From an optimization exercise on the open Yosys and OpenROAD flow, aimed at a short achievable clock period; shortcuts taken in it are not production practice. Function was checked by simulation only, so behaviour that the tests miss may differ from the original. Power and IR drop assume default switching activity.

v6:
==> flow/design.v (excerpt) <==
module LEGLiteSingle(
	iaddr,		 
	daddr,		 
	dwrite,		 
	dread,		 
	dwdata,		 
	alu_out,	 
	clock,
	idata,		 
	ddata,		 
	reset,
	probe
	);
==> flow/config.mk <==
export PLATFORM = sky130hd
export DESIGN_NAME = LEGLiteSingle
export DESIGN_NICKNAME = LEGLiteSingle
export VERILOG_FILES = /design/flow/design.v
export SDC_FILE = /design/flow/constraint.sdc
export NUM_CORES = 4
export LEC_CHECK = 0
export CAP_MARGIN = 20
export CORE_MARGIN = 2
export CORE_UTILIZATION = 40
export SETUP_SLACK_MARGIN = 4.0
export SLEW_MARGIN = 20
==> flow/constraint.sdc <==
create_clock -name core_clock -period 8.5 [get_ports {clock}]
set_input_delay 1.7000 -clock core_clock [delete_from_list [all_inputs] [get_ports {clock}]]
set_output_delay 1.7000 -clock core_clock [all_outputs]
set_load 0.01 [all_outputs]
standard.sh (not shown) runs the stock make flow with config.mk's settings and CLKGATE_MAP_FILE= SYNTH_SCRIPT=/design/flow/synth_recipe.tcl, a recipe that flattens the netlist after the stock synthesis.
==> flow/flow/run.sh <==
#!/bin/bash
# The standard layout with two synthesis changes, both for speed:
#  - no yosys full/half adder extraction (ADDER_MAP_FILE empty), so abc maps
#    the adders itself;
#  - slow cells added to the platform's don't-use list: the non-inverting
#    complex gates (and4, or4, mux2, maj3, a221o, ...), so abc builds the logic
#    from faster inverting gates, and the delay cells (clkdlybuf4s*, dlygate*,
#    dlymetal*), which the resizer would otherwise pick as port buffers.
PLATFORM_DONT_USE="sky130_fd_sc_hd__probe_p_8 sky130_fd_sc_hd__probec_p_8 sky130_fd_sc_hd__lpflow_bleeder_1 sky130_fd_sc_hd__lpflow_clkbufkapwr_1 sky130_fd_sc_hd__lpflow_clkbufkapwr_16 sky130_fd_sc_hd__lpflow_clkbufkapwr_2 sky130_fd_sc_hd__lpflow_clkbufkapwr_4 sky130_fd_sc_hd__lpflow_clkbufkapwr_8 sky130_fd_sc_hd__lpflow_clkinvkapwr_1 sky130_fd_sc_hd__lpflow_clkinvkapwr_16 sky130_fd_sc_hd__lpflow_clkinvkapwr_2 sky130_fd_sc_hd__lpflow_clkinvkapwr_4 sky130_fd_sc_hd__lpflow_clkinvkapwr_8 sky130_fd_sc_hd__lpflow_decapkapwr_12 sky130_fd_sc_hd__lpflow_decapkapwr_3 sky130_fd_sc_hd__lpflow_decapkapwr_4 sky130_fd_sc_hd__lpflow_decapkapwr_6 sky130_fd_sc_hd__lpflow_decapkapwr_8 sky130_fd_sc_hd__lpflow_inputiso0n_1 sky130_fd_sc_hd__lpflow_inputiso0p_1 sky130_fd_sc_hd__lpflow_inputiso1n_1 sky130_fd_sc_hd__lpflow_inputiso1p_1 sky130_fd_sc_hd__lpflow_inputisolatch_1 sky130_fd_sc_hd__lpflow_isobufsrc_1 sky130_fd_sc_hd__lpflow_isobufsrc_16 sky130_fd_sc_hd__lpflow_isobufsrc_2 sky130_fd_sc_hd__lpflow_isobufsrc_4 sky130_fd_sc_hd__lpflow_isobufsrc_8 sky130_fd_sc_hd__lpflow_isobufsrckapwr_16 sky130_fd_sc_hd__lpflow_lsbuf_lh_hl_isowell_tap_1 sky130_fd_sc_hd__lpflow_lsbuf_lh_hl_isowell_tap_2 sky130_fd_sc_hd__lpflow_lsbuf_lh_hl_isowell_tap_4 sky130_fd_sc_hd__lpflow_lsbuf_lh_isowell_4 sky130_fd_sc_hd__lpflow_lsbuf_lh_isowell_tap_1 sky130_fd_sc_hd__lpflow_lsbuf_lh_isowell_tap_2 sky130_fd_sc_hd__lpflow_lsbuf_lh_isowell_tap_4"
SLOW_CELLS="sky130_fd_sc_hd__a2111o_1 sky130_fd_sc_hd__a2111o_2 sky130_fd_sc_hd__a2111o_4 sky130_fd_sc_hd__a2111oi_0 sky130_fd_sc_hd__a2111oi_1 sky130_fd_sc_hd__a2111oi_2 sky130_fd_sc_hd__a2111oi_4 sky130_fd_sc_hd__a211o_1 sky130_fd_sc_hd__a211o_2 sky130_fd_sc_hd__a211o_4 sky130_fd_sc_hd__a211oi_1 sky130_fd_sc_hd__a211oi_2 sky130_fd_sc_hd__a211oi_4 sky130_fd_sc_hd__a21boi_0 sky130_fd_sc_hd__a21boi_1 sky130_fd_sc_hd__a21boi_2 sky130_fd_sc_hd__a21boi_4 sky130_fd_sc_hd__a221o_1 sky130_fd_sc_hd__a221o_2 sky130_fd_sc_hd__a221o_4 sky130_fd_sc_hd__a221oi_1 sky130_fd_sc_hd__a221oi_2 sky130_fd_sc_hd__a221oi_4 sky130_fd_sc_hd__a222oi_1 sky130_fd_sc_hd__a2bb2o_1 sky130_fd_sc_hd__a2bb2o_2 sky130_fd_sc_hd__a2bb2o_4 sky130_fd_sc_hd__a2bb2oi_1 sky130_fd_sc_hd__a2bb2oi_2 sky130_fd_sc_hd__a2bb2oi_4 sky130_fd_sc_hd__a311o_1 sky130_fd_sc_hd__a311o_2 sky130_fd_sc_hd__a311o_4 sky130_fd_sc_hd__a311oi_1 sky130_fd_sc_hd__a311oi_2 sky130_fd_sc_hd__a311oi_4 sky130_fd_sc_hd__a32o_1 sky130_fd_sc_hd__a32o_2 sky130_fd_sc_hd__a32o_4 sky130_fd_sc_hd__a32oi_1 sky130_fd_sc_hd__a32oi_2 sky130_fd_sc_hd__a32oi_4 sky130_fd_sc_hd__a41o_1 sky130_fd_sc_hd__a41o_2 sky130_fd_sc_hd__a41o_4 sky130_fd_sc_hd__a41oi_1 sky130_fd_sc_hd__a41oi_2 sky130_fd_sc_hd__a41oi_4 sky130_fd_sc_hd__and3b_1 sky130_fd_sc_hd__and3b_2 sky130_fd_sc_hd__and3b_4 sky130_fd_sc_hd__and4_1 sky130_fd_sc_hd__and4_2 sky130_fd_sc_hd__and4_4 sky130_fd_sc_hd__and4b_1 sky130_fd_sc_hd__and4b_2 sky130_fd_sc_hd__and4b_4 sky130_fd_sc_hd__and4bb_1 sky130_fd_sc_hd__and4bb_2 sky130_fd_sc_hd__and4bb_4 sky130_fd_sc_hd__maj3_1 sky130_fd_sc_hd__maj3_2 sky130_fd_sc_hd__maj3_4 sky130_fd_sc_hd__mux2_1 sky130_fd_sc_hd__mux2_2 sky130_fd_sc_hd__mux2_4 sky130_fd_sc_hd__mux2_8 sky130_fd_sc_hd__mux2i_1 sky130_fd_sc_hd__mux2i_2 sky130_fd_sc_hd__mux2i_4 sky130_fd_sc_hd__mux4_1 sky130_fd_sc_hd__mux4_2 sky130_fd_sc_hd__mux4_4 sky130_fd_sc_hd__nor4_1 sky130_fd_sc_hd__nor4_2 sky130_fd_sc_hd__nor4_4 sky130_fd_sc_hd__nor4b_1 sky130_fd_sc_hd__nor4b_2 sky130_fd_sc_hd__nor4b_4 sky130_fd_sc_hd__nor4bb_1 sky130_fd_sc_hd__nor4bb_2 sky130_fd_sc_hd__nor4bb_4 sky130_fd_sc_hd__o2111a_1 sky130_fd_sc_hd__o2111a_2 sky130_fd_sc_hd__o2111a_4 sky130_fd_sc_hd__o2111ai_1 sky130_fd_sc_hd__o2111ai_2 sky130_fd_sc_hd__o2111ai_4 sky130_fd_sc_hd__o211a_1 sky130_fd_sc_hd__o211a_2 sky130_fd_sc_hd__o211a_4 sky130_fd_sc_hd__o211ai_1 sky130_fd_sc_hd__o211ai_2 sky130_fd_sc_hd__o211ai_4 sky130_fd_sc_hd__o21ba_1 sky130_fd_sc_hd__o21ba_2 sky130_fd_sc_hd__o21ba_4 sky130_fd_sc_hd__o21bai_1 sky130_fd_sc_hd__o21bai_2 sky130_fd_sc_hd__o21bai_4 sky130_fd_sc_hd__o221a_1 sky130_fd_sc_hd__o221a_2 sky130_fd_sc_hd__o221a_4 sky130_fd_sc_hd__o221ai_1 sky130_fd_sc_hd__o221ai_2 sky130_fd_sc_hd__o221ai_4 sky130_fd_sc_hd__o2bb2a_1 sky130_fd_sc_hd__o2bb2a_2 sky130_fd_sc_hd__o2bb2a_4 sky130_fd_sc_hd__o2bb2ai_1 sky130_fd_sc_hd__o2bb2ai_2 sky130_fd_sc_hd__o2bb2ai_4 sky130_fd_sc_hd__o311a_1 sky130_fd_sc_hd__o311a_2 sky130_fd_sc_hd__o311a_4 sky130_fd_sc_hd__o311ai_0 sky130_fd_sc_hd__o311ai_1 sky130_fd_sc_hd__o311ai_2 sky130_fd_sc_hd__o311ai_4 sky130_fd_sc_hd__o32a_1 sky130_fd_sc_hd__o32a_2 sky130_fd_sc_hd__o32a_4 sky130_fd_sc_hd__o32ai_1 sky130_fd_sc_hd__o32ai_2 sky130_fd_sc_hd__o32ai_4 sky130_fd_sc_hd__o41a_1 sky130_fd_sc_hd__o41a_2 sky130_fd_sc_hd__o41a_4 sky130_fd_sc_hd__o41ai_1 sky130_fd_sc_hd__o41ai_2 sky130_fd_sc_hd__o41ai_4 sky130_fd_sc_hd__or2b_1 sky130_fd_sc_hd__or2b_2 sky130_fd_sc_hd__or2b_4 sky130_fd_sc_hd__or3_1 sky130_fd_sc_hd__or3_2 sky130_fd_sc_hd__or3_4 sky130_fd_sc_hd__or3b_1 sky130_fd_sc_hd__or3b_2 sky130_fd_sc_hd__or3b_4 sky130_fd_sc_hd__or4_1 sky130_fd_sc_hd__or4_2 sky130_fd_sc_hd__or4_4 sky130_fd_sc_hd__or4b_1 sky130_fd_sc_hd__or4b_2 sky130_fd_sc_hd__or4b_4 sky130_fd_sc_hd__or4bb_1 sky130_fd_sc_hd__or4bb_2 sky130_fd_sc_hd__or4bb_4 sky130_fd_sc_hd__xnor3_1 sky130_fd_sc_hd__xnor3_2 sky130_fd_sc_hd__xnor3_4 sky130_fd_sc_hd__xor3_1 sky130_fd_sc_hd__xor3_2 sky130_fd_sc_hd__xor3_4 sky130_fd_sc_hd__clkdlybuf4s15_1 sky130_fd_sc_hd__clkdlybuf4s15_2 sky130_fd_sc_hd__clkdlybuf4s18_1 sky130_fd_sc_hd__clkdlybuf4s18_2 sky130_fd_sc_hd__clkdlybuf4s25_1 sky130_fd_sc_hd__clkdlybuf4s25_2 sky130_fd_sc_hd__clkdlybuf4s50_1 sky130_fd_sc_hd__clkdlybuf4s50_2 sky130_fd_sc_hd__dlygate4sd1_1 sky130_fd_sc_hd__dlygate4sd2_1 sky130_fd_sc_hd__dlygate4sd3_1 sky130_fd_sc_hd__dlymetal6s2s_1 sky130_fd_sc_hd__dlymetal6s4s_1 sky130_fd_sc_hd__dlymetal6s6s_1"
bash standard.sh ADDER_MAP_FILE= "DONT_USE_CELLS=$PLATFORM_DONT_USE $SLOW_CELLS" finish > standard.log 2>&1
v6 was carried through to the last stage, and its layout satisfied the timing, DRC and antenna checks.
Setup changes, v6 to v7
--- a/flow/flow/run.sh
+++ b/flow/flow/run.sh
@@ -4,0 +5,3 @@
+#  - abc maps with flow/abc_speed.script, which adds two rounds of the
+#    classic delay mapper (dch; map) to ORFS's speed script; the ORFS scripts
+#    folder is mirrored with links in ./scripts_abc with only that file replaced;
@@ -11 +14,6 @@
-bash standard.sh ADDER_MAP_FILE= "DONT_USE_CELLS=$PLATFORM_DONT_USE $SLOW_CELLS" finish > standard.log 2>&1
+rm -rf scripts_abc
+mkdir scripts_abc
+for f in "$FLOW_HOME"/scripts/*; do ln -s "$f" scripts_abc/; done
+rm scripts_abc/abc_speed.script
+cp flow/abc_speed.script scripts_abc/abc_speed.script
+bash standard.sh SCRIPTS_DIR=$PWD/scripts_abc ADDER_MAP_FILE= "DONT_USE_CELLS=$PLATFORM_DONT_USE $SLOW_CELLS" finish > standard.log 2>&1
==> flow/flow/abc_speed.script (new file) <==
strash
&get -n
&st
&syn2
&if -g -K 6
&synch2
&put
dch -f
map -D 10
strash
dch -f
map -D 10
&get -n
&st
&syn2
&if -g -K 6
&synch2
&nf
&put
buffer -c
topo
stime -c
upsize -c
dnsize -c
--- a/flow/config.mk
+++ b/flow/config.mk
@@ -11 +11 @@
-export SETUP_SLACK_MARGIN = 4.0
+export SETUP_SLACK_MARGIN = 5.0
[summary]
- Going from v6 to v7, worst path buffer plus inverter count grows by 17.
- v7 vs. v6: parity-gate share of the synthesized area counting xor and xnor cells now smaller, sequential share of power lost 2.2 points.
- Going from v6 to v7, average footprint of a synthesized cell moved down; number of placed cells counting well taps picked up an extra about 20%; wire length reported by the detailed router rose about 35%.

port drivers added, routing unchanged:
The flow's constraints put no driver on any port. The routed layouts listed below were extracted and timed again, unchanged, in two steps.
Step 1: set_driving_cell puts a clkbuf_16 on clock and a buf_2 on each other input, an assumption about the parent block.
Step 2 times the ports against the registers' clock, not the clock port: input delays grow and output delays shrink by t, the midpoint of the rising clock arrivals with the driver on.
Slacks: ideal ports / drivers / drivers and shift; pairs: ideal ports / drivers.
run | t (ns) | setup slack, ns | worst setup path after step 2 | pins driven straight from the clock port
v6 | 0.508 | 2.390 / 2.243 / 2.243 | input to output | 1
v7 | 0.516 | 2.383 / 2.130 / 1.622 | input to register | 1
After both steps every run listed still meets setup and hold. The setup slack of v7, which loses most, moves by -0.253 ns with the drivers and by -0.761 ns with both steps.
